This is an optimization exercise on Yosys and OpenROAD, whose aim is small area, a short achievable clock period and few clock cycles per item, not a production implementation. The RTL was checked by simulation tests, not by an equivalence proof against the original design.

===== flow/config.mk =====
export PLATFORM = sky130hd
export DESIGN_NAME = mult_controller
export DESIGN_NICKNAME = mult_controller
export VERILOG_FILES = /design/flow/design.v
export SDC_FILE = /design/flow/constraint.sdc
export NUM_CORES = 4
export LEC_CHECK = 0
export CAP_MARGIN = 20
export CORE_MARGIN = 2
export CORE_UTILIZATION = 40
export SLEW_MARGIN = 20

===== flow/constraint.sdc =====
create_clock -name core_clock -period 4.5 [get_ports {clk}]
set_input_delay 0.9000 -clock core_clock [delete_from_list [all_inputs] [get_ports {clk}]]
set_output_delay 0.9000 -clock core_clock [all_outputs]
set_load 0.01 [all_outputs]

===== flow/design.v =====
module mult_controller #(
    parameter integer WIDTH = 32
)
(
    input logic clk,
    input logic rst_n,
    input logic start,
    input logic signed [WIDTH - 1: 0] multiplicand,
    input logic signed [WIDTH - 1: 0] multiplier,
    output logic signed [2 * WIDTH - 1: 0] product,   
    output logic done
);
    logic clear_product;
    logic shift_product;
    logic add_multiplicand;
    logic [$clog2(WIDTH)+1:0] bit_count;   
    logic signed [WIDTH-1:0] multiplicand_reg;   
    logic signed [2*WIDTH: 0] product_reg;  
    logic sign_adjustment_needed;  
    typedef enum logic [2:0] {
        IDLE,
        LOAD,
        CHECK,
        ADD,
        SHIFT,
        ADJUST,
        COMPLETE
    } state_t;
    state_t state;   
    always_ff @(posedge clk or negedge rst_n) begin
        if (!rst_n) begin
            state <= IDLE;
            bit_count <= '0;
            shift_product <= 1'b0;
            clear_product <= 1'b0;
            add_multiplicand <= 1'b0;
            done <= 1'b0;
            sign_adjustment_needed <= 1'b0;
        end else begin
            case (state) 
                IDLE: begin
                    if (start) begin
                        state <= LOAD;
                        clear_product <= 1'b1;
                        done <= 1'b0;
                    end
                end
                LOAD: begin
                    clear_product <= 1'b0;
                    state <= CHECK;
                    bit_count <= '0;   
                    sign_adjustment_needed <= multiplier[WIDTH-1];
                end
                CHECK: begin
                    if (product_reg[0]) begin
                        state <= ADD;
                        add_multiplicand <= 1'b1;
                    end else begin
                        state <= SHIFT;
                        shift_product <= 1'b1;   
                    end
                end
                ADD: begin   
                    add_multiplicand <= 1'b0;
                    state <= SHIFT;
                    shift_product <= 1'b1;
                end
                SHIFT: begin
                    shift_product <= 1'b0;
                    bit_count <= bit_count + 1;
                    if (bit_count == WIDTH-1) begin
                        state <= sign_adjustment_needed ? ADJUST : COMPLETE;   
                    end else begin
                        state <= CHECK;
                    end
                end
                ADJUST: begin
                    add_multiplicand <= 1'b1;
                    state <= COMPLETE;
                end
                COMPLETE: begin
                    add_multiplicand <= 1'b0;
                    state <= IDLE;
                    done <= 1'b1;
                end
            endcase
        end
    end
    always_ff @(posedge clk or negedge rst_n) begin
        if (!rst_n) begin
            multiplicand_reg <= '0;
            product_reg <= '0;
        end else begin
            if (clear_product) begin
                multiplicand_reg <= multiplicand;
                product_reg <= {{(WIDTH+1){1'b0}}, multiplier};
            end else if (add_multiplicand) begin
                if (state == COMPLETE) begin   
                    product_reg[2*WIDTH:WIDTH] <= product_reg[2*WIDTH:WIDTH] - {multiplicand_reg[WIDTH-1], multiplicand_reg};
                end else begin
                    product_reg[2*WIDTH:WIDTH] <= product_reg[2*WIDTH:WIDTH] + {multiplicand_reg[WIDTH-1], multiplicand_reg};
                end
            end else if (shift_product) begin
                product_reg <= product_reg >>> 1;
            end
        end
    end
    assign product = product_reg[2*WIDTH-1:0];
endmodule

===== flow/run.sh =====
#!/bin/bash
# synth_recipe.tcl (not shown) runs the flow's synth.tcl, then flattens the netlist and writes it again
# the make line also repeats each setting of config.mk as NAME=value (left out here)
make -C /OpenROAD-flow-scripts/flow DESIGN_CONFIG=/design/flow/config.mk WORK_HOME=/design/flow/orfs CLKGATE_MAP_FILE= SYNTH_SCRIPT=/design/flow/synth_recipe.tcl finish

==> impl_results.md, run 1 <==
- Status: no timing/DRC/antenna violations
- Cells after Synth: 906
- GRT Total Usage: 20.0%
- Hold path cells: 1
- Filler instances: 1890
- Drt pass-1 iters: 7
- Layout Nets: 1062
- Root Buffer: clkbuf_16
- Crit-path cells: or4_1 > or4_1 > or4_4 > nor2_1 > a21oi_1 > xnor2_1 > ha_2 > nand2_1 > or3_2 > a211oi_1 > buf_4 > mux2i_1 > o2111ai_1
- Grt ovf: 0
- Die height: 145 um
- Antenna-violating nets left: 0
- Top-count cell post-synth: dfrtp_1
- Mapped Area: 0.00800 sq mm
- Initial Util: 41.0%
- Critical path launch point: multiplicand_reg[21]$_DFFE_PN0P_
- Final hold vios: 0
- Top Ports: 132
- Die X: 145 um
- Area delta synth->final: 18.7%
- Post-synth net total: 1008
- HP Start: sign_adjustment_needed$_DFFE_PN0P_
- Top cells by area, synth: dfrtp_1 (35%), buf_4 (6.0%), mux2i_1 (5.5%), o21ai_0 (5.5%), ha_1 (5.3%)
- Fin crit period: 4.23 ns
- Max Clock Freq: 237 MHz
- CTS tree: done
- Top-area cell type share of the netlist area: 35.0%
- Antenna diodes: 0
- Hpwl dp: 15600 um
- Fin Setup TNS: 0 ns
- Fraction of the yosys area taken by sequential cells: 35.0%
- Clk sink count: 112
- Clock Tree Buf Depth: 2
- Detailed Route Iter0 Violations: 488
- Number of synthesized flops with an enable pin: 0
- Final Setup Violations: 0
- Data required, critical path: 4.73 ns
- Max FFs per register: 65
- H-tree level count: 3
- Synth Flop Type: dfrtp_1
- Row cnt: 51
- Post-CTS Resized: 0
- RSZ-0062 raised after global routing: no
- Cell area after layout: 0.00950 sq mm
- Routed wire length: 21200 um
- Crit Path Max Fanout: 11
- CP arrival: 4.46 ns
- Reg2Reg Depth: 13
- Initial antenna violation count: 0
- CTS clk-pin slew, worst paths: 0.08 ns
- GPL Wtd Cong: 0.888
- Type of element launching the critical path: register
- Distinct cells, synth: 57
- Synth area leader: dfrtp_1
- Die Footprint: 0.0212 sq mm
- Wire per inst: 17.3 um
- Ys async rst share: 100%
- Slew @ Worst Pin: 0.857 ns
- Sequential cell area: 0.00281 sq mm
- Number of port buffers: 131
- Critical R2R Launch: multiplicand_reg[21]$_DFFE_PN0P_
- Layout cell share with drive strength beyond 1: 10.1%
- Period utilization: 93.9%
- Worst rel slew slack: 42.9%
- Clock skew: 0.0128 ns
- Seq cells post-synth: 112
- Commonest cells post-synth: dfrtp_1 (112), o21ai_0 (88), nand2_1 (86), buf_4 (64), a21oi_1 (62)
- Vias in the first global route: 6360
- First-pass GRT wire length: 34200 um
- Setup CP Type: reg -> reg
- Mean post-synth cell area: 8.83 sq um
- Worst-skew pair later-pin latency: 0.37 ns
- Crit path largest cell delay: 0.54 ns
- Drc violations: 0
- CTS buffer count: 9
- Hold Path Class: reg -> reg
- Multi-input gate area: 0.00446 sq mm
- Core outline area: 0.0195 sq mm
- Largest net degree at the start of global routing: 91
- Max Cap Viol: 0
- Number of vias per cell: 5.39
- Final Max Tran Viols: 0
- Area of placed instances: 0.00916 sq mm
- Vias: 6631
- Most Frequent Cell on Critical Path: or4_1
- CP max-delay cell: or4_1
- Cts hold-fix bufs: 0
- Post-CTS setup buffer count: 0
- Worst Setup End Kind: register
- Syn. warnings: 1
routing by layer:
metal / wire length, um / vias up / part of all wire, % / GRT usage (%)
li1: - / 3302 / - / -
met1: 9940 / 3120 / 47 / 27.0
met2: 9760 / 182 / 46 / 32.5
met3: 1180 / 27 / 5.6 / 4.33
met4: 363 / 0 / 1.7 / 5.49
met5: 0 / - / 0 / 0
stage by stage:
step | worst slack, ns | std cells | util, % | hold slack [ns]
6_report | 0.274 | 1230 | 48.7 | 0.540
2_1_floorplan | 0.170 | 906 | - | 0.494
3_3_place_gp | 0.164 | 1214 | 46.9 | 0.516
3_5_place_dp | 0.0925 | 1214 | 46.9 | 0.522
4_1_cts | 0.0653 | 1230 | 48.6 | 0.543
5_1_grt | 0.0609 | 1230 | 48.7 | 0.567
final timing paths:
kind,endpoint,slack (ns)
worst max register to register,product_reg[64]$_DFFE_PN0P_,0.27
worst min register to register,sign_adjustment_needed$_DFFE_PN0P_,0.54
worst min-delay path,sign_adjustment_needed$_DFFE_PN0P_,0.54
worst max-delay path,product_reg[64]$_DFFE_PN0P_,0.27
max in group asynchronous,product_reg[64]$_DFFE_PN0P_,2.94
min in group asynchronous,product_reg[45]$_DFFE_PN0P_,0.61
worst max-delay path, delay by kind of cell, from the launching register on:
family,cells,cell delay (ns)
buffers and inverters,1,0.17
AO/OA/AOI/OAI,3,0.43
flip-flops,1,0.41
XOR/XNOR,1,0.15
multiplexers,1,0.17
AND/OR/NAND/NOR,6,2.28
adder cells (fa/ha/maj),1,0.47
layout by cell type (no fill, tap or decap), types with 6 or more instances in the layout:
master,instances
clkdlybuf4s50_1,130
dfrtp_1,110
o21ai_0,88
nand2_1,85
a21oi_1,61
nor2_1,60
mux2i_1,44
mux2_2,37
ha_1,33
xor2_1,27
buf_4,27
a211oi_1,25
xnor2_1,23
a21o_1,21
inv_1,20
nand3_1,15
nor3_1,13
nand4_1,12
nor2b_1,10
o31ai_1,9
clkbuf_16,9
a31oi_1,7
or4_1,7
nand2b_1,6
o2111ai_1,6
cell families after synthesis:
logic type,synth area share [%]
simple gates,13.6
mux,10.7
xor+xnor,5.47
flops,35.0
fa+ha+maj,5.69
compound gates,20.0
buf+inv,9.52
cell type report:
class,count,share of cell area [%]
clock buffers,9,2.37
well taps,265,3.49
multi-input cells,659,47.0
inverters,21,0.830
flip-flops and latches,112,29.5
clock inverters,7,0.974
repair buffers,157,15.8
Testbench counts, summed over its fixed seeds: cycles 133,720, items 1,600.
==> run 2: changes to the inputs <==
==> flow/design.v (replaced) <==
module mult_controller #(
    parameter integer WIDTH = 32
)
(
    input logic clk,
    input logic rst_n,
    input logic start,
    input logic signed [WIDTH - 1: 0] multiplicand,
    input logic signed [WIDTH - 1: 0] multiplier,
    output logic signed [2 * WIDTH - 1: 0] product,
    output logic done
);
    localparam integer D  = 2;                
    localparam integer N  = WIDTH / (2 * D);  
    localparam integer CW = (N > 1) ? $clog2(N) : 1;
    localparam integer SW = WIDTH + 2 * D;    
    logic [2*WIDTH-1:0] p;       
    logic               busy;
    logic [CW-1:0]      cnt;
    logic [WIDTH:0]     bx;
    logic [2*D:0]       win;
    assign bx  = {multiplier, 1'b0};
    assign win = bx[2*D*cnt +: 2*D+1];
    logic signed [SW-1:0] sum;
    always_comb begin
        logic [2:0] w;
        logic signed [WIDTH:0] mag;
        logic signed [WIDTH-1:0] acc;
        logic signed [SW-1:0] pp, ng;
        acc = p[2*WIDTH-1:WIDTH] & {WIDTH{busy}};
        sum = acc;
        for (int i = 0; i < D; i++) begin
            w = win[2*i +: 3];
            if (w == 3'b001 || w == 3'b010 || w == 3'b101 || w == 3'b110)
                mag = {multiplicand[WIDTH-1], multiplicand};
            else if (w == 3'b011 || w == 3'b100)
                mag = {multiplicand, 1'b0};
            else
                mag = '0;
            if (w[2]) mag = ~mag;
            pp = mag;
            ng = '0;
            ng[0] = w[2];
            sum = sum + (pp <<< (2*i)) + (ng <<< (2*i));
        end
    end
    always_ff @(posedge clk or negedge rst_n) begin
        if (!rst_n) begin
            busy <= 1'b0;
            done <= 1'b0;
            cnt  <= '0;
        end else if (busy) begin
            cnt <= cnt + 1'b1;
            if (cnt == CW'(N-1)) begin
                busy <= 1'b0;
                done <= 1'b1;
            end
        end else if (start) begin
            if (N > 1) begin
                cnt  <= 1;
                busy <= 1'b1;
                done <= 1'b0;
            end else begin
                done <= 1'b1;
            end
        end
    end
    always_ff @(posedge clk) begin
        if (busy || start)
            p <= {sum[SW-1:2*D], sum[2*D-1:0], p[WIDTH-1:2*D]};
    end
    assign product = p;
endmodule
==> run 2 against run 1 <==
  * The layout now fails its checks (setup timing)
  * Sequential share of layout area down 14 points
  * Critical path depth up 6
  * Count of clock-buffer cells in the layout unchanged
  * Final cell count up 22%
  * Die area down 2.0%
  * Clock skew up 0.0062 ns
  * Register-to-register slack worse by 0.68 ns
  * First-iteration DRC count up 18%
  * Critical path type is now in -> reg
  * Critical endpoint is now p[55]$_DFFE_PP_
==> impl_results.md, run 2 <==
- Status: finished with violations (was no timing/DRC/antenna violations)
- SO Viols: setup timing
- Setup CP Type: in -> reg (was reg -> reg)
- Max Clock Freq: 199 MHz (was 237 MHz)
- Row cnt: 51 (unchanged)
- Crit Path Max Fanout: 5 (was 11)
- CTS buffer count: 9 (unchanged)
- Reg2Reg Depth: 20 (was 13)
- Slew @ Worst Pin: 0.702 ns (was 0.857 ns)
- Final Max Tran Viols: 0 (unchanged)
- GRT Total Usage: 27.5% (was 20.0%)
- Ys async rst share: 7.25% (was 100%)
- Commonest cells post-synth: o21ai_0 (93), nand2_1 (82), ha_1 (69), a21oi_1 (64), edfxtp_1 (64) (was dfrtp_1 (112), o21ai_0 (88), nand2_1 (86), buf_4 (64), a21oi_1 (62))
- Antenna diodes: 0 (unchanged)
- Dpl cells: 1426 (was 1214)
- Wire per inst: 19.2 um (was 17.3 um)
- Commonest non-fill, non-tap cell in the layout: buf_4 (was clkdlybuf4s50_1)
- H-tree level count: 3 (unchanged)
- Mapped Area: 0.00784 sq mm (was 0.00800 sq mm)
- Initial Util: 40.5% (was 41.0%)
- Vias: 8440 (was 6631)
- Max Cap Viol: 0 (unchanged)
- Fraction of the yosys area taken by sequential cells: 26.1% (was 35.0%)
- Top-count cell post-synth: o21ai_0 (was dfrtp_1)
- Mean post-synth cell area: 9.07 sq um (was 8.83 sq um)
- Number of synthesized flops with an enable pin: 64 (was 0)
- Grt ovf: 0 (unchanged)
- Final Setup Violations: 27 (was 0)
- Initial antenna violation count: 0 (unchanged)
- Die Footprint: 0.0207 sq mm (was 0.0212 sq mm)
- Setup ws final: -0.517 ns (was 0.274 ns)
- Antenna-violating nets left: 0 (unchanged)
- Hpwl dp: 20300 um (was 15600 um)
- Drt pass-1 iters: 6 (was 7)
- CP arrival: 5.11 ns (was 4.46 ns)
- Cells after Synth: 864 (was 906)
- RSZ-0062 raised after global routing: yes (was no)
- Data required, critical path: 4.59 ns (was 4.73 ns)
- Hold path cells: 0 (was 1)
- Fin Setup TNS: -9.24 ns (was 0 ns)
- Worst rel slew slack: 53.2% (was 42.9%)
- Routed wire length: 28900 um (was 21200 um)
- Synth Flop Type: edfxtp_1 (was dfrtp_1)
- Top cells by area, synth: edfxtp_1 (25%), ha_1 (11%), fa_1 (8.7%), o21ai_0 (5.9%), a21oi_1 (4.1%) (was dfrtp_1 (35%), buf_4 (6.0%), mux2i_1 (5.5%), o21ai_0 (5.5%), ha_1 (5.3%))
- Top Ports: 132 (unchanged)
- Vias in the first global route: 8249 (was 6360)
- Max FFs per register: 64 (was 65)
- Most frequent cells in the layout: buf_4 (230), clkdlybuf4s50_1 (99), nand2_1 (69) (was clkdlybuf4s50_1 (130), dfrtp_1 (110), o21ai_0 (88))
- Fin crit period: 5.02 ns (was 4.23 ns)
- Critical R2R Launch: cnt[0]$_DFFE_PN0P_ (was multiplicand_reg[21]$_DFFE_PN0P_)
- Reg-to-Reg End: p[55]$_DFFE_PP_ (was product_reg[64]$_DFFE_PN0P_)
- R2R Setup Slk: -0.41 ns (was 0.27 ns)
- Number of port buffers: 131 (unchanged)
- Fin cells: 1506 (was 1230)
- Syn. warnings: 1 (unchanged)
- Type of element launching the critical path: input pin (was register)
- Drc violations: 0 (unchanged)
- Worst Setup End Kind: register (unchanged)
- Layout cell share with drive strength beyond 1: 44.9% (was 10.1%)
- Seq cells post-synth: 69 (was 112)
- Worst-skew pair later-pin latency: 0.36 ns (was 0.37 ns)
- Final core utilization: 70.2% (was 48.7%)
- Synth area leader: edfxtp_1 (was dfrtp_1)
- Hold Path Class: reg -> reg (unchanged)
- GPL Wtd Cong: 0.925 (was 0.888)
- CTS clk-pin slew, worst paths: 0.06 ns (was 0.08 ns)
- Root Buffer: clkbuf_16 (unchanged)
- CTS tree: done (unchanged)
- Core outline area: 0.0193 sq mm (was 0.0195 sq mm)
- CP endpoint: p[55]$_DFFE_PP_ (was product_reg[64]$_DFFE_PN0P_)
- Detailed Route Iter0 Violations: 575 (was 488)
- Post-synth net total: 1034 (was 1008)
- Clock skew: 0.0190 ns (was 0.0128 ns)
- Number of vias per cell: 5.60 (was 5.39)
- Largest net degree at the start of global routing: 44 (was 91)
- Clock Tree Buf Depth: 2 (unchanged)
- Area delta synth->final: 73.2% (was 18.7%)
- Period utilization: 111% (was 93.9%)
- Clk sink count: 69 (was 112)
- Final hold vios: 0 (unchanged)
- Layout Nets: 1406 (was 1062)
- Die height: 144 um (was 145 um)
- Top-area cell type share of the netlist area: 24.5% (was 35.0%)
- Critical path launch point: multiplier[22] (was multiplicand_reg[21]$_DFFE_PN0P_)
- Die X: 144 um (was 145 um)
- First-pass GRT wire length: 44100 um (was 34200 um)
- Distinct cells, synth: 64 (was 57)
run 2: worst min path at each step:
stage / start / to / slack, ns
finish: p[18]$_DFFE_PP_ / p[14]$_DFFE_PP_ / 0.45
global route: p[28]$_DFFE_PP_ / p[24]$_DFFE_PP_ / 0.45
CTS: p[18]$_DFFE_PP_ / p[14]$_DFFE_PP_ / 0.45
detailed placement: p[28]$_DFFE_PP_ / p[24]$_DFFE_PP_ / 0.43
global placement: p[4]$_DFFE_PP_ / p[0]$_DFFE_PP_ / 0.43
floorplan: p[4]$_DFFE_PP_ / p[0]$_DFFE_PP_ / 0.50
run 2: stage by stage:
step / worst slack, ns / hold WS [ns] / instance area, sq um
final: -0.517 / 0.445 / 13600
after global routing: -0.659 / 0.450 / 13600
after CTS: -0.447 / 0.448 / 13200
after detailed placement: -1.38 / 0.433 / 11400
after global placement: -1.35 / 0.428 / 11400
after floorplan: -0.369 / 0.499 / 8320
run 2: cell type report:
| class | count | area, sq um |
|---|---|---|
| Multi-Input combinational cell | 702 | 6890 |
| Fill cell | 1440 | 5760 |
| Timing Repair Buffer | 423 | 3850 |
| Sequential cell | 69 | 2050 |
| Tap cell | 265 | 332 |
| Clock buffer | 9 | 225 |
| Inverter | 31 | 116 |
| Clock inverter | 7 | 104 |
run 2: logic make-up after synthesis:
| logic type | after synthesis | share of synthesized area, % |
|---|---|---|
| XOR/XNOR | 28 | 3.13 |
| multiplexers | 47 | 8.05 |
| AND/OR/NAND/NOR | 232 | 13.8 |
| AO/OA/AOI/OAI | 292 | 24.0 |
| flip-flops | 69 | 26.1 |
| adder cells (fa/ha/maj) | 103 | 19.7 |
| buffers and inverters | 93 | 5.16 |
run 2: worst max-delay path, stage by stage:
cell and delay [ns]:
clkdlybuf4s15_1 0.17, mux4_2 0.48, mux2i_4 0.24, buf_6 0.16
or2_4 0.18, buf_12 0.13, buf_8 0.10, o21ai_2 0.05
o21ai_2 0.13, nand2_2 0.09, fa_1 0.59, ha_4 0.22
ha_4 0.28, nand4_1 0.23, o221ai_4 0.32, a31oi_4 0.17
a31o_4 0.28, a2111oi_4 0.30, a311oi_1 0.07
run 2: metal layers:
layer | global-route usage, % | part of all wire, %
met5 | 0 | 0
met4 | 10.2 | 2.8
met3 | 4.74 | 6.1
met2 | 45.2 | 47
met1 | 36.3 | 44
run 2: repair_timing:
item,in CTS,in global routing
cloned,5,0
buffers inserted,53,27
resized for setup,299,70
hold buffers,0,0
pin swaps,90,62
setup endpoints to repair,30,28
Testbench counts of run 2, summed over its fixed seeds: cycles 12,808, items 1,600.

re-timing with driven ports:
Ports are ideal in the flow. The routed layouts listed here were re-timed in OpenROAD.
Step 1, drivers: a clkbuf_16 drives clk and a buf_2 each remaining input, both assumed.
Step 2 adds t to the input delays and takes it off the output delays; t is the mean of the earliest and latest rising clock arrival at the registers after step 1. Input paths then give back, and output paths get back, about the clock's delay inside the block.
a / b / c = ideal ports / drivers / drivers and shift; a / b = the first two.
run	t (ns)	setup slack, ns	hold WS [ns]	worst setup path at the end	worst data-port slew with drivers (ns)
run 1	0.409	0.274 / 0.274 / 0.274	0.540 / 0.540 / 0.540	register to register	0.06
run 2	0.400	-0.517 / -0.497 / -0.897	0.445 / 0.445 / 0.445	input to register	0.06
For run 2, which loses most, drivers alone change the setup slack by +0.020 ns; drivers and shift together by -0.380 ns.
